Source: an optimization exercise on an open RTL-to-GDS flow (aim: small area). Production flows keep margins and buffers that such runs may drop. RTL that was checked went through simulation tests only; none was proved equivalent to the original. No activity file was given, so power comes from the tool's default toggle rates.

== oak ==
==> flow/design.v (excerpt) <==
module rgb565_to_ycbcr422
(
    input   wire                    sys_clk         ,
    input   wire                    sys_rst_n       ,
    input   wire    [15:0]          rgb_data        ,
    output  reg     signed  [7:0]   img_out         ,
    output  wire    [1:0]           state           ,
    output  wire                    start_en
);
reg     [1:0]   k       ;
reg             run     ;    
reg     [15:0]  x_q     ;
reg     [7:0]   a_q     ;
wire            sel_y   = ~k[1];
wire            sel_c1  = k[1] & ~k[0];
wire            sel_c2  = k[1] & k[0];
wire    [7:0]   f_top   ;
wire t_0;
wire t_1;
wire t_2;
wire t_3;
wire t_4;
wire t_5;
wire t_6;
wire t_7;
wire t_8;
wire t_9;
wire t_10;
wire t_11;
wire t_12;
wire t_13;
wire t_14;
wire t_15;
wire t_16;
wire t_17;
wire t_18;
wire t_19;
wire t_20;
wire t_21;
wire t_22;
wire t_23;
wire t_24;
wire t_25;
wire t_26;
wire t_27;
wire t_28;
wire t_29;
wire t_30;
wire t_31;
wire t_32;
wire t_33;
wire t_34;
wire t_35;
wire t_36;
wire t_37;
wire t_38;
wire t_39;
wire t_40;
wire t_41;
wire t_42;
wire t_43;
wire t_44;
wire t_45;
wire t_46;
wire t_47;
wire t_48;
wire t_49;
wire t_50;
wire t_51;
wire t_52;
wire t_53;
wire t_54;
wire t_55;
wire t_56;
wire t_57;
wire t_58;
wire t_59;
wire t_60;
wire t_61;
wire t_62;
wire t_63;
wire t_64;
wire t_65;
wire t_66;
wire t_67;
wire t_68;
wire t_69;
wire t_70;
wire t_71;
wire t_72;
wire t_73;
wire t_74;
  ...
Size in the first run: roughly 270 cells after synthesis, ~35 flip-flops, about 29 I/O pins.
clock: 5.0 ns
lec_check: 0
cap_margin: 20
core_margin: 2
core_utilization: 40
place_density: 0.8
slew_margin: 20
synth_hierarchical: 1
standard.sh (not shown) runs the stock make flow with config.mk's settings and CLKGATE_MAP_FILE= SYNTH_SCRIPT=/design/flow/synth_recipe.tcl, a recipe that flattens the netlist after the stock synthesis.
==> flow/flow/run.sh <==
#!/bin/bash
# Standard layout, but the port buffers are the smallest buffer cell.
set -euo pipefail
export BUFFER_PORTS_ARGS="-buffer_cell sky130_fd_sc_hd__buf_1"
bash standard.sh > standard_flow.log 2>&1
#### Input delta (pine over oak)
- a change of CORE_UTILIZATION from 40 to 60
- a deleted PLACE_DENSITY that had been 0.8
Placed cell count down 34 in pine wrt oak. When pine is set beside oak, its routed wire length on met3 turns out to be 9.4% smaller. Relative to oak, pine improves worst path setup slack after routing. Area of the multi-input gates of pine exceeds that of oak slightly. Register-to-register slack | pine above oak. On clock tree cell share of total cell area, oak and pine are neck and neck.
Setup changes, pine to birch
- CORE_UTILIZATION changed from 60 to 40
## What came out
Worst setup slack before clock tree synthesis came out higher on birch than on pine.
Compared with pine, in birch number of antenna repair diodes now sits at about the same level, flip-flop and latch area now sits at about the same level.
Status: number of input and output port buffers inserted parity (birch, pine)
As far as cell area is concerned, birch and pine perform about the same.
In the reports for pine and birch, the smaller combinational fraction of design power belongs to pine.
[diff] global-route wire length before repair, birch relative to pine: regression
On birch: worst hold margin is 3.9 ps lower than what pine gave.
Compared with pine, birch is more frugal on power.

== 09-16 ==
rgb565_to_ycbcr422, a different RTL version from the one above (not shown whole).
Size: ~260 cells after synthesis, roughly 37 flip-flops, roughly 3400 um2 of cells after synthesis.
## rgb565_to_ycbcr422
module rgb565_to_ycbcr422
(
    input   wire                    sys_clk         ,
    input   wire                    sys_rst_n       ,
    input   wire    [15:0]          rgb_data        ,
    output  reg     signed  [7:0]   img_out         ,
    output  wire    [1:0]           state           ,
    output  wire                    start_en
);
export LEC_CHECK = 0
export CAP_MARGIN = 20
export CORE_MARGIN = 2
export CORE_UTILIZATION = 40
export SLEW_MARGIN = 20
export SYNTH_HIERARCHICAL = 1
create_clock -name core_clock -period 5.0 [get_ports {sys_clk}]
==> flow/flow/run.sh <==
#!/bin/bash
# Standard layout, but the port buffers are the smallest buffer cell and
# non-critical cells are downsized after global routing.
set -euo pipefail
export BUFFER_PORTS_ARGS="-buffer_cell sky130_fd_sc_hd__buf_1"
export RECOVER_POWER=100
bash standard.sh > standard_flow.log 2>&1
Changes in 11-17 relative to 09-16:
==> flow/flow/run.sh <==
#!/bin/bash
# Standard layout, but the port buffers are the smallest buffer cell.
set -euo pipefail
export BUFFER_PORTS_ARGS="-buffer_cell sky130_fd_sc_hd__buf_1"
bash standard.sh > standard_flow.log 2>&1
Notes after the runs:
Per the comparison of 11-17 with 09-16, fraction of area in non-clock buffers about even, clock period minus final worst setup slack now larger, sum of routed wire length over all layers flat, relative contribution of sequential cells to total power down 0.2 points, reg-to-reg setup timing slack barely changed. The area overhead of the layout relative to synthesis on 09-16 is in line with that on 11-17. Logic gate share of total power for 11-17 is higher than for 09-16. Diff 09-16 and 11-17: relative slew slack higher in 11-17. 09-16 -> 11-17: maximum frequency flat. Compared 09-16 against 11-17; sequential share of layout area within noise.
No functional check of the RTL was part of any run of this note.

## job 898
rgb565_to_ycbcr422, a different RTL version from the one above (not shown whole).
Size: roughly 270 cells after synthesis, roughly 29 I/O pins, about 3300 sq um of cells after synthesis.
==> flow/config.mk <==
export PLATFORM = sky130hd
export DESIGN_NAME = rgb565_to_ycbcr422
export DESIGN_NICKNAME = rgb565_to_ycbcr422
export VERILOG_FILES = /design/flow/design.v
export SDC_FILE = /design/flow/constraint.sdc
export NUM_CORES = 4
export LEC_CHECK = 0
export CAP_MARGIN = 20
export CORE_MARGIN = 2
export CORE_UTILIZATION = 40
export SLEW_MARGIN = 20
export SYNTH_HIERARCHICAL = 1
==> flow/constraint.sdc <==
create_clock -name core_clock -period 5.0 [get_ports {sys_clk}]
set_input_delay 1.0000 -clock core_clock [delete_from_list [all_inputs] [get_ports {sys_clk}]]
set_output_delay 1.0000 -clock core_clock [all_outputs]
set_load 0.01 [all_outputs]
==> flow/flow/run.sh <==
#!/bin/bash
# Standard layout, with the smallest buffer cell on the ports and a clock
# tree without dummy balancing loads.
set -euo pipefail
export BUFFER_PORTS_ARGS="-buffer_cell sky130_fd_sc_hd__buf_1"
export CTS_ARGS="-sink_clustering_enable -repair_clock_nets -dont_use_dummy_load -buf_list sky130_fd_sc_hd__clkbuf_4 -root_buf sky130_fd_sc_hd__clkbuf_4"
bash standard.sh > standard_flow.log 2>&1
Job 898 was carried through to the last stage, and its layout satisfied the timing, DRC and antenna checks.
#### Input delta (job 1509 over job 898)
==> flow/flow/run.sh <==
#!/bin/bash
# Standard layout, with the smallest buffer cell on the ports and a clock
# tree without dummy balancing loads.
set -euo pipefail
export BUFFER_PORTS_ARGS="-buffer_cell sky130_fd_sc_hd__buf_1"
export CTS_ARGS="-sink_clustering_enable -repair_clock_nets -dont_use_dummy_load -buf_list sky130_fd_sc_hd__clkbuf_8 -root_buf sky130_fd_sc_hd__clkbuf_4"
bash standard.sh > standard_flow.log 2>&1
[summary]
Status: setup slack at placement parity (job 898, job 1509)
Post-synth design cell area delta (job 898 -> job 1509): insignificant
Between job 1509 and job 898, the setup slack figures differ only marginally.
Critical path depth essentially unchanged between job 898 and job 1509.
From job 898 to job 1509, portion of the post-synthesis area used by sequential elements did not move at all.
Compared with job 898, in job 1509 number of primary I/O pins has remained practically unchanged, clock-buffer cell count saw little to no change, utilization comparable, synthesized-area fraction occupied by ao, oa, aoi and oai cells neither gained nor lost much, antenna cell count ~0 delta.
Re headroom to the max-slew limit: no difference whatsoever between job 1509 and job 898.

rgb565_to_ycbcr422 with an RTL version that a note above also has.
Size in the first run: about 35 flip-flops, ~29 I/O pins, roughly 3400 um2 of cells after synthesis.
==> flow/config.mk <==
export PLATFORM = sky130hd
export DESIGN_NAME = rgb565_to_ycbcr422
export DESIGN_NICKNAME = rgb565_to_ycbcr422
export VERILOG_FILES = /design/flow/design.v
export SDC_FILE = /design/flow/constraint.sdc
export NUM_CORES = 4
export LEC_CHECK = 0
export CAP_MARGIN = 20
export CORE_MARGIN = 2
export CORE_UTILIZATION = 40
export CTS_CLUSTER_DIAMETER = 150
export CTS_CLUSTER_SIZE = 50
export SLEW_MARGIN = 20
export SYNTH_HIERARCHICAL = 1
==> flow/constraint.sdc <==
create_clock -name core_clock -period 5.0 [get_ports {sys_clk}]
set_input_delay 1.0000 -clock core_clock [delete_from_list [all_inputs] [get_ports {sys_clk}]]
set_output_delay 1.0000 -clock core_clock [all_outputs]
set_load 0.01 [all_outputs]
==> flow/flow/run.sh <==
#!/bin/bash
# Standard layout, but the port buffers are the smallest buffer cell.
set -euo pipefail
export BUFFER_PORTS_ARGS="-buffer_cell sky130_fd_sc_hd__buf_1"
bash standard.sh > standard_flow.log 2>&1
The first run completed with no timing, DRC or antenna violations.
Then changed:
==> flow/flow/run.sh (replaced) <==
#!/bin/bash
# Standard layout, but the port buffers are the smallest buffer cell and
# non-critical cells are downsized after global routing.
set -euo pipefail
export BUFFER_PORTS_ARGS="-buffer_cell sky130_fd_sc_hd__buf_1"
export RECOVER_POWER=100
bash standard.sh > standard_flow.log 2>&1
--- a/flow/config.mk
+++ b/flow/config.mk
@@ -9,6 +9,4 @@
 export CORE_MARGIN = 2
 export CORE_UTILIZATION = 40
-export CTS_CLUSTER_DIAMETER = 150
-export CTS_CLUSTER_SIZE = 50
 export SLEW_MARGIN = 20
 export SYNTH_HIERARCHICAL = 1
Maximum frequency stays flat.
Design area barely changes.
Cell count stays the same.
Area after synthesis stays the same.
Worst setup slack loses 0.0037 ns.
Clock skew is about the same.
Total power decreases by 0.42%.
Then changed:
==> flow/flow/run.sh (replaced) <==
#!/bin/bash
# Standard layout, but the port buffers are the smallest buffer cell.
set -euo pipefail
export BUFFER_PORTS_ARGS="-buffer_cell sky130_fd_sc_hd__buf_1"
bash standard.sh > standard_flow.log 2>&1
--- a/flow/config.mk
+++ b/flow/config.mk
@@ -9,4 +9,7 @@
 export CORE_MARGIN = 2
 export CORE_UTILIZATION = 40
+export CTS_BUF_LIST = sky130_fd_sc_hd__clkbuf_4 sky130_fd_sc_hd__clkbuf_8
+export CTS_CLUSTER_DIAMETER = 150
+export CTS_CLUSTER_SIZE = 50
 export SLEW_MARGIN = 20
 export SYNTH_HIERARCHICAL = 1
Result: The changed run completed without violations. Count of clock-buffer cells in the layout is unchanged. Maximum frequency hardly moves. Die area does not change. Register-to-register slack stays flat. Worst setup slack hardly moves. Final area came out higher by 0.39%. Cell count does not change.

RTL: one of the versions met above, not the one the previous note started from.
Size: ~270 cells after synthesis, about 35 flip-flops, roughly 29 I/O pins, roughly 3300 sq um of cells after synthesis.
clock: 5.0 ns
lec_check: 0
cap_margin: 20
core_margin: 2
core_utilization: 40
place_density: 0.5
slew_margin: 20
synth_hierarchical: 1
==> flow/flow/run.sh <==
#!/bin/bash
# Standard layout, with the smallest buffer cell on the ports and a clock
# tree without dummy balancing loads.
set -euo pipefail
export BUFFER_PORTS_ARGS="-buffer_cell sky130_fd_sc_hd__buf_1"
export CTS_ARGS="-sink_clustering_enable -repair_clock_nets -dont_use_dummy_load -buf_list sky130_fd_sc_hd__clkbuf_4 -root_buf sky130_fd_sc_hd__clkbuf_4"
bash standard.sh > standard_flow.log 2>&1
The baseline ran to the end with no violations.
Then changed:
==> flow/flow/run.sh (replaced) <==
#!/bin/bash
# Standard layout, with the smallest buffer cell on the ports and a clock
# tree without dummy balancing loads.
set -euo pipefail
export BUFFER_PORTS_ARGS="-buffer_cell sky130_fd_sc_hd__buf_1"
export CTS_ARGS="-repair_clock_nets -dont_use_dummy_load -buf_list sky130_fd_sc_hd__clkbuf_4 -root_buf sky130_fd_sc_hd__clkbuf_4"
bash standard.sh > standard_flow.log 2>&1
Settings changed: PLACE_DENSITY 0.5 to unset.
Register-to-register slack got worse by 0.02 ns.
Count of clock-buffer cells in the layout does not change.
Combinational power drops slightly.
Via count climbs by a few percent.
Then changed:
==> flow/flow/run.sh (replaced) <==
#!/bin/bash
# Standard layout, with the smallest buffer cell on the ports and a clock
# tree without dummy balancing loads.
set -euo pipefail
export BUFFER_PORTS_ARGS="-buffer_cell sky130_fd_sc_hd__buf_1"
export CTS_ARGS="-sink_clustering_enable -repair_clock_nets -dont_use_dummy_load -buf_list sky130_fd_sc_hd__clkbuf_4 -root_buf sky130_fd_sc_hd__clkbuf_4"
bash standard.sh > standard_flow.log 2>&1
Settings changed: CORE_UTILIZATION 40 to 50.
Result:
- The new run completed without violations
- clock power went down by about 3%
- non-clock buffer count went up by 2
- flip-flop and latch count does not change
- final cell count went down by 6.4%
- worst setup slack loses 0.058 ns
- cell area hardly moves
Then changed:
==> flow/flow/run.sh (replaced) <==
#!/bin/bash
# Standard layout, with the smallest buffer cell on the ports and a clock
# tree without dummy balancing loads.
set -euo pipefail
export BUFFER_PORTS_ARGS="-buffer_cell sky130_fd_sc_hd__buf_1"
export CTS_ARGS="-sink_clustering_enable -sink_clustering_size 40 -sink_clustering_max_diameter 200 -repair_clock_nets -dont_use_dummy_load -buf_list sky130_fd_sc_hd__clkbuf_8 -root_buf sky130_fd_sc_hd__clkbuf_8"
bash standard.sh > standard_flow.log 2>&1
Settings changed: CORE_UTILIZATION 50 to 40.
Critical path depth came out lower by 2.
Core utilization came out lower by 12 points.
Non-clock buffer count came out lower by 2.
Combinational power came out lower by about 2%.
Wire length came out higher by 0.68%.
Then changed:
==> flow/flow/run.sh (replaced) <==
#!/bin/bash
# Standard layout, with the smallest buffer cell on the ports and a clock
# tree without dummy balancing loads.
set -euo pipefail
export BUFFER_PORTS_ARGS="-buffer_cell sky130_fd_sc_hd__buf_1"
export CTS_ARGS="-sink_clustering_enable -repair_clock_nets -dont_use_dummy_load -buf_list sky130_fd_sc_hd__clkbuf_4 -root_buf sky130_fd_sc_hd__clkbuf_8"
bash standard.sh > standard_flow.log 2>&1
Clock-buffer cell count is unchanged.
Routed wire length does not change.
Worst setup slack does not change.
Total power does not change.
Synthesized area is unchanged.
Critical path depth stays the same.
Sequential cell count does not change.
Via count does not change.
Register-to-register slack is about the same.
Fmax does not change.
Die area is unchanged.

== v6 ==
Starting RTL as in the previous note.
export LEC_CHECK = 0
export CAP_MARGIN = 20
export CORE_MARGIN = 2
export CORE_UTILIZATION = 40
export SLEW_MARGIN = 20
export SYNTH_HIERARCHICAL = 1
create_clock -name core_clock -period 5.0 [get_ports {sys_clk}]
==> flow/flow/run.sh <==
#!/bin/bash
# Standard layout, with the smallest buffer cell on the ports and a clock
# tree without dummy balancing loads.
set -euo pipefail
export BUFFER_PORTS_ARGS="-buffer_cell sky130_fd_sc_hd__buf_1"
export CTS_ARGS="-sink_clustering_enable -repair_clock_nets -dont_use_dummy_load"
bash standard.sh > standard_flow.log 2>&1
v6 has completed all stages; timing, DRC and antenna checks passed.
The inputs of v7 differ from those of v6 as listed below.
==> flow/flow/run.sh <==
#!/bin/bash
# Standard layout, but the port buffers are the smallest buffer cell.
set -euo pipefail
export BUFFER_PORTS_ARGS="-buffer_cell sky130_fd_sc_hd__buf_1"
bash standard.sh > standard_flow.log 2>&1
==> comparison <==
- v7 -> v6: number of flip-flops and latches in the synthesized netlist delta 0, exact match
- v6 → v7: final critical path time including I/O delays and setup moved down, timing-limited maximum frequency saw little to no change.
- In terms of data arrival at the endpoint of the critical path, v7 and v6 differ only marginally.
- v6 → v7: via count of the first global-routing pass has increased; final hold slack increased by 12 ps relative to the old numbers; routed wire length barely changed.
- From v6 to v7 the numbers moved as follows: synthesis-to-finish area growth now sits higher, share of final layout cell area taken by clock buffers and inverters now sits higher.

[static timing again, ports no longer ideal]
In the flow no input, the clock included, has a driving cell. The finished layouts below were timed again as built, in two steps.
Step 1 sets driving cells, clkbuf_16 on the clock port and buf_2 on the other inputs (assumed; they add their load-dependent delay and slew).
Step 2 adds t to the input delays and takes it off the output delays; t is the mean of the earliest and latest rising clock arrival at the registers after step 1. Input paths then give back, and output paths get back, about the clock's delay inside the block.
Slacks: ideal ports / drivers / drivers and shift; pairs: ideal ports / drivers.
| run | shift t [ns] | slack for setup (ns) | worst setup path at the end | worst slew at a driven data input, ns |
|---|---|---|---|---|
| oak | 0.314 | 0.066 / 0.066 / 0.066 | register to register | 0.04 |
| pine | 0.311 | 0.155 / 0.155 / 0.155 | register to register | 0.03 |
| birch | 0.315 | 0.201 / 0.201 / 0.201 | register to register | 0.04 |
| 09-16 | 0.318 | 0.260 / 0.260 / 0.260 | register to register | 0.03 |
| 11-17 | 0.320 | 0.249 / 0.249 / 0.249 | register to register | 0.03 |
| job 898 | 0.356 | 0.259 / 0.259 / 0.259 | register to register | 0.03 |
| job 1509 | 0.356 | 0.259 / 0.259 / 0.259 | register to register | 0.03 |
| the first run of note 4 | 0.315 | 0.201 / 0.201 / 0.201 | register to register | 0.04 |
| the second run of note 4 | 0.315 | 0.197 / 0.197 / 0.197 | register to register | 0.04 |
| the third run of note 4 | 0.316 | 0.197 / 0.197 / 0.197 | register to register | 0.03 |
| the first run of note 5 | 0.346 | 0.282 / 0.282 / 0.282 | register to register | 0.04 |
| the second run of note 5 | 0.356 | 0.259 / 0.259 / 0.259 | register to register | 0.03 |
| the third run of note 5 | 0.344 | 0.201 / 0.201 / 0.201 | register to register | 0.03 |
| the fourth run of note 5 | 0.310 | 0.261 / 0.261 / 0.261 | register to register | 0.03 |
| the fifth run of note 5 | 0.310 | 0.261 / 0.261 / 0.261 | register to register | 0.03 |
| v6 | 0.310 | 0.261 / 0.261 / 0.261 | register to register | 0.03 |
| v7 | 0.319 | 0.272 / 0.272 / 0.272 | register to register | 0.03 |
After both steps every run listed still meets setup and hold.
